Source: an optimization exercise on an open RTL-to-GDS flow (aim: small area, a short achievable clock period and few clock cycles). Production flows keep margins and buffers that such runs may drop.
In this exercise RTL edits were held to simulation tests only and were not proved equivalent to the original.
Power figures rest on the tool's default switching activity, not on a simulated workload.

==> flow/design.v <==
module bellmanford (reset, clock, GMAR1, GMDR1, GMAR2, GMDR2, IMAR, IMDR, WMAR1, WMAR2, WMDR1, WMDR2, WMWDR, WMWAR, WMWE, OMAR, OMDR, OMWAR, OMWDR, OMWE, NegCycle, Finish);
input clock,reset;
output reg [12:0] GMAR1;
input wire [127:0] GMDR1;
output reg [12:0] GMAR2;
input wire [127:0] GMDR2;
output reg [12:0] IMAR;
input wire [7:0] IMDR;
output reg [12:0] WMAR1;
input wire [127:0] WMDR1;
output reg [12:0] WMAR2;
input wire [127:0] WMDR2;
output reg [12:0] WMWAR;
output reg [127:0] WMWDR;
output reg WMWE;
output wire [12:0] OMAR;
output wire [15:0] OMDR;
assign OMAR = 13'b0;
assign OMDR = 16'b0;
output reg [12:0] OMWAR;
output reg [15:0] OMWDR;
output reg OMWE;
output reg NegCycle;
output reg Finish;
parameter [4:0]  
Init    = 4'b0000,
Init1   = 4'b0001,
Init2   = 4'b0010,
Init3   = 4'b0011,
Upd_S   = 4'b0100,
Upd_D   = 4'b0101, 
BFA1    = 4'b0110,
BFA_Stall1 = 4'b0111,
BFA2    = 4'b1000,
BFA_Stall2    = 4'b1001,
BFA3    = 4'b1010,
BFA_Stall3 = 4'b1011,
BFA4    = 4'b1100,
BFA5    = 4'b1101,
BFA_Stall4 = 4'b1110,
BFA6    = 4'b1111,
OP1     = 5'b10000,
OP_Stall1 = 5'b10001,
OP2     = 5'b10010,
OP3     = 5'b10011,
OP4     = 5'b10100,
OP_Stall2 = 5'b10101,
Refresh1 = 5'b10110,
Refresh2 = 5'b10111,
End1 = 5'b11000,
End2 = 5'b11001,
End3 = 5'b11010;
reg [127:0] GMDR1_reg;
reg [127:0] GMDR2_reg;
reg [7:0] IMDR_reg;
reg [127:0] WMDR1_reg;
reg [127:0] WMDR2_reg;
always@(posedge clock)
begin
    GMDR1_reg <= GMDR1;
    GMDR2_reg <= GMDR2;
    IMDR_reg <= IMDR;
    WMDR1_reg <= WMDR1;
    WMDR2_reg <= WMDR2;
end
reg [7:0] NumNodes;
reg [7:0] NodeCounter;
reg [7:0] Ureg;
reg [7:0] NumLinks;
reg [7:0] LinkCounter;
reg [7:0] Vreg[0:8];
reg signed [7:0] Wreg[0:8];
reg signed [7:0] NewWeight;
reg [7:0] Sub;
reg BFA_flag;
reg signed [7:0] DistU;
reg First_Node;
reg NegativeCycleCheck;
reg FirstLine;
reg MultiLine;
reg [4:0]   current_state, next_state;
always@(posedge clock)
begin
       current_state <= next_state;
end
always@(posedge clock)
begin
	if(reset)
	begin
		WMWE <= 1'b0;
		OMWE <= 1'b0;
		Finish <= 1'b0;
		NegCycle <= 1'b0;
		GMAR1 <= 0;
		GMAR2 <= 0;
		IMAR <= 0;
		WMAR1 <= 0;
		WMAR2 <= 0;
		WMWAR <= 0;
		OMWAR <= 0;
		WMWDR <= 0;
	end
	else
	begin
    		casex(current_state)
    		Init:
    		    begin
                    GMAR1 <= 0;
                    GMAR2 <= 0;
                    IMAR <= 0;
                    WMWAR <= 0;
                    OMWAR <= 13'h1fff;
                    NodeCounter <= 8'h81;
                end
            Init1:
                begin
                end
            Init2:
                begin
                    GMAR1 <= GMAR1 + 1'b1;
                    if (NodeCounter == 8'h81)
                        begin
                            NumNodes <= GMDR1_reg[63:0] - 1'b1;
                            NodeCounter <= GMDR1_reg[7:0] - 2'b10;
    		    		    WMWAR <= WMWAR + 1'b1;
    		    		    WMWE <= 1'b1;
    		    		    WMWDR[127:107] <= 21'b100000000111111110000;
                            WMWDR[106:94] <= GMDR1_reg[12:0];
                        end
    		        else if(NodeCounter != 0)
    		    	    begin
    		    		    WMWAR <= WMWAR + 1'b1;
    		    		    WMWE <= 1'b1;
    		    		    WMWDR[127:107] <= 21'b100000000111111110000;
                            WMWDR[106:94] <= GMDR1_reg[12:0];
    		    		    NodeCounter <= NodeCounter - 8'b00000001;
    		    	    end
			        else
                        begin
                            WMWE <= 1'b0;
                            GMAR1 <= IMDR_reg - 1'b1;
                        end
                end
            Init3:
                begin
                     NodeCounter <= NumNodes;
                     IMAR <= IMAR + 1'b1;
                     OMWE <= 1'b0;
                     WMWE <= 1'b0;
                     GMAR1 <= IMAR + 1'b1;
                end
    		Upd_S:
                begin
				    WMWAR <= IMDR_reg;
                    WMWDR[127] = 1'b0;
                    WMWDR[126:119] = 0;
                    WMWDR[118:111] = IMDR_reg;
                    WMWDR[110:107] <= 4'b0010;
				    WMWE <= 1'b1;
				    WMAR1 <= IMDR_reg;                                       
                    NumLinks <= 0;
                    WMWDR[106:94] <= GMDR1_reg[12:0];
                end
            Upd_D:
                begin
				    WMWAR <= IMDR_reg;
                    WMWDR[127] = 1'b1;
                    WMWDR[126:119] = 8'h00;
                    WMWDR[118:111] = 8'hff;
                    WMWDR[110:107] <= 4'b0001;
				    WMWE <= 1'b1;
			    	WMAR2 <= GMDR2_reg[111:104];
                    WMWDR[106:94] <= GMDR1_reg[12:0];
                end
            BFA1:
                begin
                    IMAR <= IMAR - 1'b1;                                               
                    WMWE <= 1'b0;
                    First_Node <= 0;
                    NegativeCycleCheck <= 0;
                end
            BFA_Stall1:
                begin
                end
            BFA2:
                begin
                    FirstLine <= 1'b1;
                    casex(First_Node)
                        0:
                            begin
                                Ureg <= IMDR_reg;
                                NegativeCycleCheck <= 1'b1;
                                WMAR1 <= IMDR_reg;                                              
                                GMAR1 <= IMDR_reg - 1'b1;                                       
                                IMAR <= IMAR + 1'b1;
                            end
                        1:
                            begin
                                if(GMDR2_reg[127:120] == 0)
                                    begin
                                        NegativeCycleCheck <= 1'b0;
                                        Ureg <= GMDR1_reg[71:64];
                                        WMAR1 <= GMDR1_reg[71:64];                                
                                        NodeCounter <= NodeCounter - 1'b1;
                                        GMAR2 <= GMDR1_reg[71:64] - 1'b1;
                                    end
                                else if(WMDR1_reg[127] == 1'b0)
                                    begin
                                        Ureg <= WMAR1[7:0];
                                        GMAR2 <= WMAR1 - 1'b1;                            
                                    end
                                else if (WMDR1_reg[127] == 1'b1)
                                    begin
                                        if(WMAR1[7:0] == NumNodes)
                                            WMAR1 <= 0;
                                        else
                                            WMAR1 <= WMAR1 + 1'b1;
                                    end
                            end
                    endcase
                end
            BFA_Stall2:
                begin
                end
            BFA3:
                begin
                    GMAR1 <= 0;
                    if(First_Node == 1'b0)
                        GMAR2 <= GMDR1_reg[12:0];
                    else if (First_Node == 1'b1 && WMDR1_reg[127] == 1'b0)
                        GMAR2 <= GMDR2_reg[12:0];
                end
            BFA_Stall3:
                begin
                end
            BFA4:
                begin
                    if(FirstLine == 1'b1)
                        begin
                            DistU <= WMDR1_reg[126:119];
                            NumLinks <= GMDR2_reg[119:112];
                            if(GMDR2_reg[119:112] < 7)
                                begin
                                    MultiLine <= 1'b0;
                                    LinkCounter <= GMDR2_reg[119:112];
                                end
                            else
                                begin
                                    LinkCounter <= 7;
                                    MultiLine <= 1'b1;
                                end
				            Vreg[1] <= GMDR2_reg[111:104];
				            Wreg[1] <= GMDR2_reg[103:96];
				            Vreg[2] <= GMDR2_reg[95:88];
				            Wreg[2] <= GMDR2_reg[87:80];
				            Vreg[3] <= GMDR2_reg[79:72];
				            Wreg[3] <= GMDR2_reg[71:64]; 
				            Vreg[4] <= GMDR2_reg[63:56];
				            Wreg[4] <= GMDR2_reg[55:48]; 
				            Vreg[5] <= GMDR2_reg[47:40];
				            Wreg[5] <= GMDR2_reg[39:32]; 
				            Vreg[6] <= GMDR2_reg[31:24];
				            Wreg[6] <= GMDR2_reg[23:16];
				            Vreg[7] <= GMDR2_reg[15:8];
				            Wreg[7] <= GMDR2_reg[7:0];
                            Vreg[8] <= 0;
                            Wreg[8] <= 0;
                        end
                    else
                        begin
                            if(NumLinks > 8)
                                begin
                                    MultiLine <= 1'b1;
                                    LinkCounter <= 8;
                                end
                            else
                                begin
                                    MultiLine <= 1'b0;
                                    LinkCounter <= NumLinks;
                                end
                            Vreg[1] <= GMDR2_reg[127:120];
                            Wreg[1] <= GMDR2_reg[119:112];
				            Vreg[2] <= GMDR2_reg[111:104];
				            Wreg[2] <= GMDR2_reg[103:96];
				            Vreg[3] <= GMDR2_reg[95:88];
				            Wreg[3] <= GMDR2_reg[87:80];
				            Vreg[4] <= GMDR2_reg[79:72];
				            Wreg[4] <= GMDR2_reg[71:64]; 
				            Vreg[5] <= GMDR2_reg[63:56];
				            Wreg[5] <= GMDR2_reg[55:48]; 
				            Vreg[6] <= GMDR2_reg[47:40];
				            Wreg[6] <= GMDR2_reg[39:32]; 
				            Vreg[7] <= GMDR2_reg[31:24];
				            Wreg[7] <= GMDR2_reg[23:16];
				            Vreg[8] <= GMDR2_reg[15:8];
				            Wreg[8] <= GMDR2_reg[7:0];
                        end
                    Sub <= 0;
                end
            BFA5:
                begin
                    WMWE <= 1'b0;
                    if(WMDR1_reg[127] == 1'b1)
                    begin
                        NumLinks <= 0;
                        LinkCounter <= 0;
                    end
                    if (NumLinks == 0)
                    begin
                       First_Node <= 1'b1;
                    end
                    if(LinkCounter == 0 )
                    begin
                       FirstLine <= 1'b0;
                       GMAR2 <= GMAR2 + 1'b1;
                    end
                    if(NumLinks == 0 && LinkCounter == 0)
                        WMAR1 <= WMAR1 + 1'b1;
                    case(Sub)
                        0: 
                            begin
                                WMAR2 <= Vreg[1];
                                NewWeight <= DistU + Wreg[1];
                            end
                        1: 
                            begin
                                WMAR2 <= Vreg[2];  
                                NewWeight <= DistU + Wreg[2];
                            end
                        2:  
                            begin
                                WMAR2 <= Vreg[3];  
                                NewWeight <= DistU + Wreg[3];
                            end
                        3:  
                            begin
                                WMAR2 <= Vreg[4];  
                                NewWeight <= DistU + Wreg[4];
                            end
                        4:  
                            begin
                                WMAR2 <= Vreg[5];  
                                NewWeight <= DistU + Wreg[5];
                            end
                        5:  
                            begin
                                WMAR2 <= Vreg[6];  
                                NewWeight <= DistU + Wreg[6];
                            end
                        6:  
                            begin
                                WMAR2 <= Vreg[7];  
                                NewWeight <= DistU + Wreg[7];
                            end
                        7:  
                            begin
                                WMAR2 <= Vreg[8];  
                                NewWeight <= DistU + Wreg[8];
                            end
                    endcase
                end
            BFA_Stall4:
                begin
                end
            BFA6:
                begin
                   if($signed(WMDR2_reg[126:119]) > NewWeight || WMDR2_reg[127] == 1)
                    begin
                        NegativeCycleCheck <= 1'b1;
                        casex(Sub)
                            0:  begin
                                    WMWAR <= Vreg[1]; 
                                end
                            1:  begin
                                    WMWAR <= Vreg[2]; 
                                end
                            2:  begin 
                                    WMWAR <= Vreg[3]; 
                                end
                            3:  begin 
                                    WMWAR <= Vreg[4]; 
                                end
                            4:  begin 
                                    WMWAR <= Vreg[5]; 
                                end
                            5:  begin 
                                    WMWAR <= Vreg[6]; 
                                end
                            6:  begin 
                                    WMWAR <= Vreg[7]; 
                                end
                            7:  begin 
                                    WMWAR <= Vreg[8]; 
                                end
                        endcase
                        WMWDR[127] = 1'b0;
                        WMWDR[126:119] <= NewWeight;
                        WMWDR[118:111] <= Ureg;
                        WMWDR[110:107] <= WMDR2_reg[110:107];
                        WMWDR[106:94] <= WMDR2_reg[106:94];
                        WMWE <= 1'b1;
                   end
                   LinkCounter <= LinkCounter - 1'b1;
                   NumLinks <= NumLinks - 1'b1;
                   Sub <= Sub + 1'b1;
                end
            OP1:
                begin
                    WMAR2 <= IMDR_reg;
                end
            OP_Stall1:
                begin
                end
            OP2:
                begin
                    OMWAR <= OMWAR + 1'b1;
                    OMWDR <= WMDR2_reg[126:119];
                    OMWE <= 1'b1;
                    WMAR2 <= WMDR2_reg[118:111];
                end
            OP3:
                begin
                    OMWAR <= OMWAR + 1'b1;
                    OMWDR <= IMDR_reg;
                    OMWE <= 1'b1;
                    IMAR <= IMAR + 1'b1;
                end
            OP4:
                begin
                    OMWDR <= WMAR2;
                    OMWE <= 1'b1;
                    OMWAR <= OMWAR + 1'b1;
                    WMAR2 <= WMDR2_reg[118:111];
                    WMAR1 <= NumNodes;
                end
            OP_Stall2:
                begin
                    OMWE <= 1'b0;
                end
            End1:
                begin
                    if(IMDR_reg == 8'hff)
                    begin
                        NodeCounter <= NumNodes;
                        OMWDR <= 16'hFFFF;
                        OMWE <= 1'b1;
                        OMWAR <= OMWAR + 1'b1;
                    end
                    else
                    begin
                        OMWDR <= 8'h0;
                        OMWE <= 1'b1;
                        OMWAR <= OMWAR + 1'b1;
                    end
                end
            Refresh1:
                begin
                    OMWE <= 1'b0;
                    WMWAR <= NumNodes;
                    WMWDR[127:107] <= 21'b100000000111111110000;
                    WMWDR[106:94] <= WMDR1_reg[104:96];
                    WMWE <= 1'b1;
                    IMAR <= IMAR + 1'b1;
                end
            Refresh2:
                begin
                    WMWAR <= WMWAR - 1'b1;
                    WMWDR[127:107] <= 21'b100000000111111110000;
                    WMWE <= 1'b1;
                end
            End2:
                begin
                    OMWE <= 1'b0;
                    WMWE <= 1'b0;
                    Finish <= 1'b1; 
                end
            End3:
                begin
                    NegCycle <= 1'b1; 
                end
        endcase
	end
end
always@(*)
begin
	if(reset)
		next_state = Init;
	else if(current_state == Init)
        next_state = Init1;
    else if(current_state == Init1)
        next_state = Init2;
    else if(current_state == Init2)
	begin
		if (NodeCounter == 0)
			next_state = Init3;
        else
            next_state <= Init1;
	end
	else if(current_state == Init3)
			next_state = Upd_S;
	else if(current_state == Upd_S)
			next_state = Upd_D;
    else if(current_state == Upd_D)
            next_state = BFA1;
	else if(current_state == BFA1)
            next_state = BFA_Stall1;
    else if(current_state == BFA_Stall1)
            next_state = BFA2;
	else if(current_state == BFA2)
    begin
        if (WMDR1_reg[127] == 1'b1)
            next_state = BFA_Stall1;
        else if(First_Node == 1)
        begin
            if ((NegativeCycleCheck == 1'b0) && GMDR2_reg[127:120] == 8'h00 )
                next_state = OP1;
            else if((NodeCounter == 8'h01) && (NegativeCycleCheck == 1'b0) && GMDR2_reg[127:120] == 8'h00)
                next_state = OP1;
            else if((NodeCounter == 8'h01) && (NegativeCycleCheck == 1'b1))
                next_state = End3;
            else
                next_state = BFA_Stall2;
            end
        else if (WMDR1_reg[127] == 1'b0 && First_Node == 1'b0)
            next_state = BFA_Stall2;
        else if (WMDR1_reg[127] == 1'b1)
            next_state = BFA_Stall1;
        else
            next_state = BFA_Stall2;
    end
	else if(current_state == BFA_Stall2)
            next_state = BFA3;
	else if(current_state == BFA3)
    begin
        if(WMDR1_reg[127] == 1'b1)
            next_state = BFA2;
        else
            next_state = BFA_Stall3;
    end
	else if(current_state == BFA_Stall3)
    begin
        if(WMDR1_reg[127] == 1'b1)
            next_state = BFA5;
        else
            next_state = BFA4;
    end
	else if(current_state == BFA4)
            next_state = BFA5;
	else if(current_state == BFA5)
    begin
        if (WMDR1_reg[127] == 1'b1)
            next_state = BFA_Stall1;
        else if(NumLinks == 0 && LinkCounter == 0)
            next_state = BFA_Stall1;
        else if (NumLinks != 0 && LinkCounter == 0)
            next_state = BFA_Stall3;
        else
            next_state = BFA_Stall4;
    end
	else if(current_state == BFA_Stall4)
            next_state = BFA6;
	else if(current_state == BFA6)
            next_state = BFA5;
    else if(current_state == OP1)
            next_state = OP_Stall1;
    else if(current_state == OP_Stall1)
            next_state = OP2;
    else if(current_state == OP2)
            next_state = OP3;
    else if(current_state == OP3)
            next_state = OP4;
    else if(current_state == OP4)
        begin
            if(WMDR2_reg[108] == 1'b1)
                next_state = End1;
            else
                next_state = OP_Stall2;
        end
    else if(current_state == OP_Stall2)
            next_state = OP4;
    else if(current_state == Refresh1)
        next_state = Refresh2;
    else if(current_state == Refresh2)
        begin
            if(WMWAR == 0)
                next_state = Init3;
            else
                next_state = Refresh2;
        end
    else if(current_state == End1)
        begin
            if(IMDR_reg == 8'hFF)
                next_state = Refresh1;
            else
                next_state = End2;
        end
    else
        next_state = current_state;
end
endmodule
==> flow/run.sh <==
#!/bin/bash
# synth_recipe.tcl (not shown) runs the flow's synth.tcl, then flattens the netlist and writes it again
# the make line also repeats each setting of config.mk as NAME=value (left out here)
make -C /OpenROAD-flow-scripts/flow DESIGN_CONFIG=/design/flow/config.mk WORK_HOME=/design/flow/orfs CLKGATE_MAP_FILE= SYNTH_SCRIPT=/design/flow/synth_recipe.tcl finish
==> flow/config.mk <==
export PLATFORM = sky130hd
export DESIGN_NAME = bellmanford
export DESIGN_NICKNAME = bellmanford
export VERILOG_FILES = /design/flow/design.v
export SDC_FILE = /design/flow/constraint.sdc
export NUM_CORES = 4
export LEC_CHECK = 0
export CAP_MARGIN = 20
export CORE_MARGIN = 2
export CORE_UTILIZATION = 40
export SLEW_MARGIN = 20
==> flow/constraint.sdc <==
create_clock -name core_clock -period 5.0 [get_ports {clock}]
set_input_delay 1.0000 -clock core_clock [delete_from_list [all_inputs] [get_ports {clock}]]
set_output_delay 1.0000 -clock core_clock [all_outputs]
set_load 0.01 [all_outputs]
==> results.py <==
metrics = {
    "setup_path": {
        "arrival_ps": 4300,
        "endpoint_kind": "flip-flop",
        "worstPathBufferInverterCount": 0,
        "path_max_fanout": 9,
        "crit_chain": "or4_1 -> or3_1 -> a221oi_1 -> nand2_1 -> ha_1 -> fa_1 -> a21o_1 -> a21oi_1 -> o21bai_1 -> a21oi_1 -> xnor2_1",
        "required_ps": 5380,
        "crit_type": "reg -> reg",
        "worst-path-stages": 11,
        "cp_top_family": "simple AND/OR/NAND/NOR gates",
        "start_kind": "flip-flop",
        "max_stage_delay_ps": 780,
        "cpMostUsedCell": "a21oi_1",
        "critical_path.slowest_cell": "or4_1",
        "reg2regPathDepth": 11,
    },
    "placement": {
        "place_area_mm2": 0.0295,
        "place_inst": 3577,
        "dpl.hpwl_mm": 62.4,
        "place.gp.congestion": 0.924,
        "portBuffers": 350,
    },
    "floorplanning": {
        "die_w_um": 257,
        "chipHeight_um": 257,
        "num_io_pins": 790,
        "die_area_mm2": 0.0661,
        "core_area_mm2": 0.0632,
        "start_util_pct": 40.6,
        "num_rows": 92,
    },
    "yosys": {
        "syn_area_per_cell_um2": 10.3,
        "synth-edff-count": 204,
        "ys_seq_elements": 542,
        "yosysSeqAreaShare_pct": 50.3,
        "syn_inst": 2485,
        "synth.distinct_cells": 94,
        "async_reset_ff_share_pct": 0,
        "synth_top_flop_cell": "dfxtp_1",
        "yosys_warnings": 3,
        "netlist_area_mm2": 0.0256,
    },
    "detailed_routing": {
        "drc": 0,
        "wl_per_cell_um": 23.1,
        "drt-initial-drc-count": 1913,
        "vias": 20600,
        "routed_wl_mm": 85.2,
        "ant_nets": 0,
        "drt-vias-per-instance": 5.58,
        "drtPass1Iterations": 9,
    },
    "clock_network": {
        "clockBufferDepth": 3,
        "cts-hold-fix-buffers": 0,
        "cts_inserted_buffers": 59,
        "clk_pin_slew_worst_paths_ps": 60,
        "cts_tree": "built",
        "cts.sinks": 542,
        "postCtsSetupRepairBufs": 0,
        "clkLatencyLatePin_ps": 660,
        "htree_num_levels": 2,
        "cts-resized-gates": 0,
        "cts_root_buffer": "clkbuf_16",
    },
    "power_and_ir_drop": {
        "p_int_mw": 9.53,
        "ir_drop_uv": 355,
        "p_total_mw": 14.6,
        "comb_power_share_pct": 30.2,
        "power_density_mw_per_mm2": 461,
        "power.net_switching_mw": 5.02,
        "pwr-share-clk_pct": 30.9,
        "switching_share_pct": 34.5,
        "seq_power_share_pct": 38.9,
        "p_leak_nw": 11.5,
    },
    "sta": {
        "slew_headroom_pct": 27.0,
        "fin_worst_skew_ps": 43.0,
        "layout_worst_path_cycle_share_pct": 78.5,
        "finalCriticalPeriod_ps": 3920,
        "rsz0062_at_grt": "no",
        "fmax_mhz": 255,
        "finalSetupViolCount": 0,
        "tns_ps": 0,
        "tightest_slew_ps": 1090,
        "finalMaxSlewViolations": 0,
        "hold_viol": 0,
    },
    "worst_hold_path": {
        "whs_path_depth": 0,
        "worstHoldPathType": "reg -> reg",
    },
    "global_routing": {
        "grt_pass1_vias": 19600,
        "overflow": 0,
        "grt_pass1_wl_mm": 125,
        "antenna_found_initial": 5,
        "grt_usage_pct": 24.7,
        "grt_max_degree": 136,
    },
    "final_layout": {
        "layoutNonFillerInstCount": 3689,
        "final_common_cell": "clkdlybuf4s50_1",
        "most-common-layout-cells": "clkdlybuf4s50_1, dfxtp_1, edfxtp_1",
        "fin_nets": 3365,
        "final_cell_area_mm2": 0.0316,
        "syn_to_final_growth_pct": 23.2,
        "layout-drive-gt1-share_pct": 11.6,
        "largest_reg_flops": 128,
        "antennaDiodeCount": 0,
    },
    "run": {
        "maxCapViolCount": 0,
    },
    "run_status": {
        "status": "complete, no violations",
    },
}
cells in the mapped netlist (64+ instances only):
library cell / number / area share, %
dfxtp_1: 338 / 26
edfxtp_1: 204 / 24
nand2_1: 183 / 2.7
nor2_1: 175 / 2.6
a21oi_1: 143 / 2.8
buf_4: 136 / 4.0
mux2_2: 115 / 5.1
clkbuf_1: 109 / 1.6
o21ai_0: 101 / 2.0
xnor2_1: 76 / 2.6
a22oi_1: 70 / 2.1
nand3_1: 65 / 1.3
nor3_1: 64 / 1.2
routing by layer:
layer  routed length (µm)  up-vias  global-route usage [%]
met4                 2150        6                    7.17
met2                40000      846                    39.7
met1                37100    10000                    34.1
met3                 5840      127                    4.19
li1                     -     9558                       -
met5                   36        -                       0
logic make-up after synthesis:
kind of cell	synth area share, %
xor gates and xnor gates	4.31
other	0.0146
buffers and inverters	7.37
DFF	50.3
and+or+nand+nor	13.5
adders and majority gates	2.55
muxes	5.64
AOI/OAI and AO/OA	16.3
layout make-up:
class	instances	area (µm²)
fillers	5742	31600
inverters	52	195
repair buffers	412	4000
well taps	846	1060
clock inverters	19	195
multi-input cells	1725	11400
flip-flops and latches	542	12900
clock buffers	93	1860
power by group through the flow:
stage | combinational (mW) | clock (mW) | sequential, mW
floorplan | 2.81 | 0 | 5.56
global placement | 4.27 | 0 | 5.72
detailed placement | 4.31 | 0 | 5.73
CTS | 4.34 | 4.56 | 5.64
global route | 4.75 | 4.74 | 5.71
finish | 4.39 | 4.50 | 5.66
path summary, 6_finish.rpt:
| path | start | to | slack (ps) |
|---|---|---|---|
| worst max register to register | Sub[3] | NewWeight[6] | 1080 |
| worst min register to register | WMDR1_reg[121] | DistU[2] | 400 |
| worst max-delay path | Sub[3] | NewWeight[6] | 1080 |
| worst min-delay path | WMDR1_reg[121] | DistU[2] | 400 |
per-stage QoR:
step	worst slack, ps	hold slack, ps	utilization, %
floorplan	788	386	-
global placement	1110	389	46.7
detailed placement	1090	389	46.7
CTS	1060	404	49.9
global route	900	413	49.9
finish	1080	403	49.9
Testbench counts, summed over its fixed seeds: cycles 225,425.

-- what the ideal ports hide --
The results above use ideal ports. As a check the final layout listed here was re-extracted and re-timed, cells and wires unchanged.
Step 1, drivers: a clkbuf_16 drives clock and a buf_2 each remaining input, both assumed.
Step 2 moves the port delays by t, midway between the first and last clock arrival at a register: inputs arrive t later, outputs are due t later. That takes back most of the time a late clock gives input paths.
Slacks: ideal ports / drivers / drivers and shift; pairs: ideal ports / drivers.
t (ns): 0.701
setup WS [ns]: 1.076 / 1.076 / 1.076
worst setup path at the end: register to register
worst data-port slew with drivers (ns): 0.09
cell pins on the clock port's net: 1
After both steps setup and hold are still met in this run. For this run, drivers alone change the setup slack by 0.000 ns; drivers and shift together by 0.000 ns.
